From an optimization exercise on the open Yosys and OpenROAD flow, aimed at small area; shortcuts taken in it are not production practice.
Function was checked by simulation only, so behaviour that the tests miss may differ from the original.
The flow treats the clock pin as an ideal source, which a real chip does not have.
Power figures rest on the tool's default switching activity, not on a simulated workload.

==> flow/design.v <==
`timescale 1ns/1ps
module conv2d_3x3_fifo_full #(
    parameter IMG_W = 128,
    parameter PIXEL_BITS = 8
)(
    input clk,
    input rst_n,
    input [PIXEL_BITS-1:0] pixel_in,
    input pixel_valid,
    output reg [PIXEL_BITS-1:0] out_pixel,
    output reg out_valid
);
    localparam N = 2*IMG_W;
    reg [PIXEL_BITS-1:0] sr [1:N];
    integer k;
    always @(posedge clk) begin
        if (pixel_valid) begin
            sr[1] <= pixel_in;
            for (k = 2; k <= N; k = k + 1)
                sr[k] <= sr[k-1];
        end
    end
    reg [$clog2(N+1)-1:0] cnt;
    always @(posedge clk or negedge rst_n) begin
        if (!rst_n)
            cnt <= 0;
        else if (pixel_valid && cnt != N)
            cnt <= cnt + 1'b1;
    end
    wire [PIXEL_BITS-1:0] mid = (cnt >= IMG_W) ? sr[IMG_W] : 0;
    wire [PIXEL_BITS-1:0] bot = (cnt >= N)     ? sr[N]     : 0;
    wire [PIXEL_BITS+1:0] v0 = pixel_in + {mid, 1'b0} + bot;
    reg  [PIXEL_BITS+1:0] v1, v2;
    wire [PIXEL_BITS+3:0] s = {2'b00, v2} - {2'b00, v0};
    reg  [PIXEL_BITS-1:0] nxt;
    always @(posedge clk or negedge rst_n) begin
        if (!rst_n) begin
            v1 <= 0; v2 <= 0; nxt <= 0;
            out_pixel <= 0;
            out_valid <= 0;
        end else begin
            out_valid <= pixel_valid;
            if (pixel_valid) begin
                v1 <= v0;
                v2 <= v1;
                nxt <= s[PIXEL_BITS+3:4];
                out_pixel <= nxt;
            end
        end
    end
endmodule
export LEC_CHECK = 0
export CAP_MARGIN = 20
export CORE_MARGIN = 2
export CORE_UTILIZATION = 60
export SLEW_MARGIN = 20
create_clock -name core_clock -period 10.0 [get_ports {clk}]
standard.sh (not shown) runs the stock make flow with config.mk's settings and CLKGATE_MAP_FILE= SYNTH_SCRIPT=/design/flow/synth_recipe.tcl, a recipe that flattens the netlist after the stock synthesis.
==> flow/flow/run.sh <==
#!/bin/bash
# The standard layout, with clock tree synthesis told to add no dummy loads
# and to cluster the flip-flops into larger groups per leaf buffer.
set -euo pipefail
export CTS_ARGS="-sink_clustering_enable -repair_clock_nets -dont_use_dummy_load -sink_clustering_size 28 -sink_clustering_max_diameter 100 -buf_list sky130_fd_sc_hd__clkbuf_16"
bash standard.sh > standard.log 2>&1
Then changed:
==> flow/run.sh (new file) <==
#!/bin/bash
# synth_recipe.tcl (not shown) runs the flow's synth.tcl, then flattens the netlist and writes it again
# the make line also repeats each setting of config.mk as NAME=value (left out here)
make -C /OpenROAD-flow-scripts/flow DESIGN_CONFIG=/design/flow/config.mk WORK_HOME=/design/flow/orfs CLKGATE_MAP_FILE= SYNTH_SCRIPT=/design/flow/synth_recipe.tcl finish
Settings changed: CTS_BUF_LIST from default to sky130_fd_sc_hd__clkbuf_8, CTS_CLUSTER_DIAMETER from default to 60, CTS_CLUSTER_SIZE from default to 22.
removed: flow/flow/run.sh
removed: flow/standard.sh
What happened: The changed run finished with timing, DRC and antenna clean; die area is unchanged; clock-buffer cell count grows by 62; area after synthesis stays the same; power is higher by 3.9%; via count rises by 1.7%; global-route usage went up by 0.38 points; final cell count climbs by 4.3%; design area went up by 1.3%.

---

## quartz
Starts from the design.v that is shown in full above.
Settings: LEC_CHECK=0, CAP_MARGIN=20, CORE_MARGIN=2, CORE_UTILIZATION=70, CTS_BUF_LIST=sky130_fd_sc_hd__clkbuf_16, CTS_CLUSTER_DIAMETER=60, CTS_CLUSTER_SIZE=30, SLEW_MARGIN=20; clock period 10.0 ns.
run.sh (not shown) runs the stock make flow with config.mk's settings and CLKGATE_MAP_FILE= SYNTH_SCRIPT=/design/flow/synth_recipe.tcl, a recipe that flattens the netlist after the stock synthesis.
Stock flow here: none of the scripts above is used.
## Diff of input files: cedar against quartz
==> flow/flow/run.sh (new file) <==
#!/bin/bash
# The standard layout, with clock tree synthesis told to add no dummy loads
# and to cluster the flip-flops into larger groups per leaf buffer.
set -euo pipefail
export CTS_ARGS="-sink_clustering_enable -repair_clock_nets -dont_use_dummy_load -sink_clustering_size 36 -sink_clustering_max_diameter 100 -buf_list sky130_fd_sc_hd__clkbuf_16"
bash standard.sh > standard.log 2>&1
==> flow/standard.sh (new file) <==
#!/bin/bash
# synth_recipe.tcl (not shown) runs the flow's synth.tcl, then flattens the netlist and writes it again
# the make line also repeats each setting of config.mk as NAME=value (left out here)
make -C /OpenROAD-flow-scripts/flow DESIGN_CONFIG=/design/flow/config.mk WORK_HOME=/design/flow/orfs CLKGATE_MAP_FILE= SYNTH_SCRIPT=/design/flow/synth_recipe.tcl "${@:-finish}"
-- flow/config.mk --
<<< quartz, line 8
export CAP_MARGIN = 20
export CORE_MARGIN = 2
export CORE_UTILIZATION = 70
export CTS_BUF_LIST = sky130_fd_sc_hd__clkbuf_16
export CTS_CLUSTER_DIAMETER = 60
export CTS_CLUSTER_SIZE = 30
export SLEW_MARGIN = 20
>>> cedar, line 8
export CAP_MARGIN = 20
export CORE_MARGIN = 2
export CORE_UTILIZATION = 60
export SLEW_MARGIN = 20
removed: flow/run.sh
==> comparison <==
- Compared with quartz, in cedar fraction of power spent switching nets dropped 2.5 points; number of gates resized after CTS about even; number of global-route vias before repair decreased 3.1%.
- Relative to quartz, the final cell area reported for cedar is lower.
- Taking quartz as the reference point, the initial antenna violation count of cedar rises by 1.
- In terms of post-route clock period utilization, cedar and quartz differ only marginally.
- Compared with quartz, cedar has extra setup slack.
- Final cell count went up slightly going from quartz to cedar.
Inputs modified between cedar and violet:
==> flow/run.sh (new file) <==
#!/bin/bash
# synth_recipe.tcl (not shown) runs the flow's synth.tcl, then flattens the netlist and writes it again
# the make line also repeats each setting of config.mk as NAME=value (left out here)
make -C /OpenROAD-flow-scripts/flow DESIGN_CONFIG=/design/flow/config.mk WORK_HOME=/design/flow/orfs CLKGATE_MAP_FILE= SYNTH_SCRIPT=/design/flow/synth_recipe.tcl finish
-- flow/config.mk --
<<< cedar, line 9
export CORE_MARGIN = 2
export CORE_UTILIZATION = 60
export SLEW_MARGIN = 20
>>> violet, line 9
export CORE_MARGIN = 2
export CORE_UTILIZATION = 60
export CTS_BUF_LIST = sky130_fd_sc_hd__clkbuf_16
export CTS_CLUSTER_DIAMETER = 70
export CTS_CLUSTER_SIZE = 34
export SLEW_MARGIN = 20
removed: flow/flow/run.sh
removed: flow/standard.sh
Findings:
Of violet and cedar, it is violet that has the lower proportion of cell area occupied by registers. Between cedar and violet, the sequential cell count figures differ only marginally. Between cedar and violet, post-route total power increased. Global-route usage: violet > cedar. Diff cedar..violet | non-clock buffer contribution to total cell area | negligible. From cedar to violet, average instance area after synthesis did not move at all. Summary of violet over cedar: via count now sits higher, clock network power share now sits higher, post-route non-filler standard cell count now sits higher, final number of hold-violating endpoints now sits at about the same level.

---

conv2d_3x3_fifo_full, a different RTL version from the one above (not shown whole).
Size in the first run: about 2100 flip-flops, roughly 20 I/O pins.
export LEC_CHECK = 0
export CAP_MARGIN = 0
export CORE_MARGIN = 2
export CORE_UTILIZATION = 60
export SLEW_MARGIN = 0
create_clock -name core_clock -period 10.0 [get_ports {clk}]
standard.sh (not shown) runs the stock make flow with config.mk's settings and CLKGATE_MAP_FILE= SYNTH_SCRIPT=/design/flow/synth_recipe.tcl, a recipe that flattens the netlist after the stock synthesis.
==> flow/flow/run.sh <==
#!/bin/bash
# The standard layout, with clock tree synthesis told to add no dummy loads
# and to cluster the flip-flops into larger groups per leaf buffer.
set -euo pipefail
export BUFFER_PORTS_ARGS="-buffer_cell sky130_fd_sc_hd__buf_1"
export CTS_ARGS="-sink_clustering_enable -repair_clock_nets -dont_use_dummy_load -sink_clustering_size 44 -sink_clustering_max_diameter 45 -buf_list sky130_fd_sc_hd__clkbuf_16"
bash standard.sh > standard.log 2>&1
The first run finished clean.
Then changed:
--- a/flow/flow/run.sh
+++ b/flow/flow/run.sh
@@ -6 +6 @@
-export CTS_ARGS="-sink_clustering_enable -repair_clock_nets -dont_use_dummy_load -sink_clustering_size 44 -sink_clustering_max_diameter 45 -buf_list sky130_fd_sc_hd__clkbuf_16"
+export CTS_ARGS="-sink_clustering_enable -repair_clock_nets -dont_use_dummy_load -sink_clustering_size 36 -sink_clustering_max_diameter 100 -buf_list sky130_fd_sc_hd__clkbuf_16"
Result: The new run ran to the end with no violations; total power falls by about 12%; non-clock buffer count stays the same; hold slack barely changes; synthesized area does not change; sequential power barely changes; final cell count is lower by 2.4%; final area is lower by about 3.3%; sequential share of layout area grows by 3.1 points; die area is unchanged; setup slack got worse by 57 ps; count of clock-buffer cells in the layout is lower by 93.
Then changed:
--- a/flow/flow/run.sh
+++ b/flow/flow/run.sh
@@ -6 +6 @@
-export CTS_ARGS="-sink_clustering_enable -repair_clock_nets -dont_use_dummy_load -sink_clustering_size 36 -sink_clustering_max_diameter 100 -buf_list sky130_fd_sc_hd__clkbuf_16"
+export CTS_ARGS="-sink_clustering_enable -repair_clock_nets -dont_use_dummy_load -sink_clustering_size 36 -sink_clustering_max_diameter 100 -buf_list sky130_fd_sc_hd__clkbuf_16 -tree_buf sky130_fd_sc_hd__clkbuf_8"
Via count stays the same. Worst hold slack does not change. Setup slack stays the same. Total power is unchanged. Sequential share of layout area stays the same. Cell area is unchanged. Synthesized cell count stays the same.

---

## run E
Another version of the RTL of conv2d_3x3_fifo_full (not shown whole).
Size in the first run: ~2100 flip-flops, about 20 I/O pins, roughly 64000 µm² of cells after synthesis.
export LEC_CHECK = 0
export CAP_MARGIN = 0
export CORE_MARGIN = 2
export CORE_UTILIZATION = 55
export SLEW_MARGIN = 0
create_clock -name core_clock -period 10.0 [get_ports {clk}]
==> flow/flow/run.sh <==
#!/bin/bash
# The standard layout, with clock tree synthesis told to add no dummy loads
# and to cluster the flip-flops into larger groups per leaf buffer; its
# upper levels then use clkbuf_8 (post_cts.tcl).
set -euo pipefail
export BUFFER_PORTS_ARGS="-buffer_cell sky130_fd_sc_hd__buf_1"
export POST_CTS_TCL=$PWD/flow/post_cts.tcl
export CTS_ARGS="-sink_clustering_enable -repair_clock_nets -dont_use_dummy_load -sink_clustering_size 36 -sink_clustering_max_diameter 100 -buf_list sky130_fd_sc_hd__clkbuf_16"
bash standard.sh > standard.log 2>&1
==> flow/flow/post_cts.tcl <==
# The clock tree's upper levels drive only a few leaf buffers each: use
# clkbuf_8 for them in place of clkbuf_16. The leaf buffers stay clkbuf_16.
set n 0
foreach inst [[ord::get_db_block] getInsts] {
  set name [$inst getName]
  if {[$inst getMaster] ne "" && [[$inst getMaster] getName] eq "sky130_fd_sc_hd__clkbuf_16"
      && [string match "clkbuf_*" $name] && ![string match "clkbuf_leaf_*" $name]} {
    replace_cell $name sky130_fd_sc_hd__clkbuf_8
    incr n
  }
}
puts "post_cts: $n upper clock buffers now clkbuf_8"
estimate_parasitics -placement
Run E | status: complete | timing, DRC, antenna: pass
## Diff of input files: run A against run E
==> flow/flow/run.sh <==
#!/bin/bash
# The standard layout, with clock tree synthesis told to add no dummy loads
# and to cluster the flip-flops into larger groups per leaf buffer.
set -euo pipefail
export BUFFER_PORTS_ARGS="-buffer_cell sky130_fd_sc_hd__buf_1"
export CTS_ARGS="-sink_clustering_enable -repair_clock_nets -dont_use_dummy_load -sink_clustering_size 36 -sink_clustering_max_diameter 100 -buf_list sky130_fd_sc_hd__clkbuf_16"
bash standard.sh > standard.log 2>&1
removed: flow/flow/post_cts.tcl
Findings:
Summary of run A over run E: final total power grew by 0.69%, number of diodes -2, final cell area excluding filler cells closely matched the old numbers.

port drivers added, routing unchanged:
How much do the figures lean on ideal ports? The routed layouts below were timed once more, with nothing changed but the port constraints. Step 1 (the two cells are an assumption about what drives the block):
set clk [get_ports {clk}]
set_driving_cell -lib_cell sky130_fd_sc_hd__clkbuf_16 $clk
set_driving_cell -lib_cell sky130_fd_sc_hd__buf_2 [delete_from_list [all_inputs] $clk]
Step 2 also shifts input and output timing later by t, the mid clock arrival at the registers, as if the neighbouring blocks saw the same clock. Slacks: ideal / step 1 / step 2; pairs: ideal / step 1.
run | shift t [ns] | slack for setup (ns) | slew at the worst register clock pin (ns) | pins driven straight from the clock port
the first run of note 1 | 0.722 | 4.481 / 4.529 / 3.808 | 0.11 / 0.11 | 1
the second run of note 1 | 0.881 | 4.673 / 4.717 / 3.836 | 0.12 / 0.12 | 1
quartz | 0.762 | 4.497 / 4.538 / 3.775 | 0.11 / 0.11 | 1
cedar | 0.712 | 4.504 / 4.550 / 3.838 | 0.12 / 0.12 | 1
violet | 0.756 | 4.537 / 4.585 / 3.828 | 0.12 / 0.12 | 1
the first run of note 3 | 0.780 | 4.894 / 4.935 / 4.155 | 0.08 / 0.08 | 1
the second run of note 3 | 0.714 | 4.837 / 4.878 / 4.163 | 0.12 / 0.12 | 1
the third run of note 3 | 0.714 | 4.837 / 4.878 / 4.163 | 0.12 / 0.12 | 1
run E | 0.799 | 4.812 / 4.854 / 4.055 | 0.12 / 0.12 | 1
run A | 0.695 | 4.715 / 4.761 / 4.066 | 0.12 / 0.12 | 1
After both steps setup and hold are still met in every run listed. For the second run of note 1, which loses most, drivers alone change the setup slack by +0.044 ns; drivers and shift together by -0.837 ns.
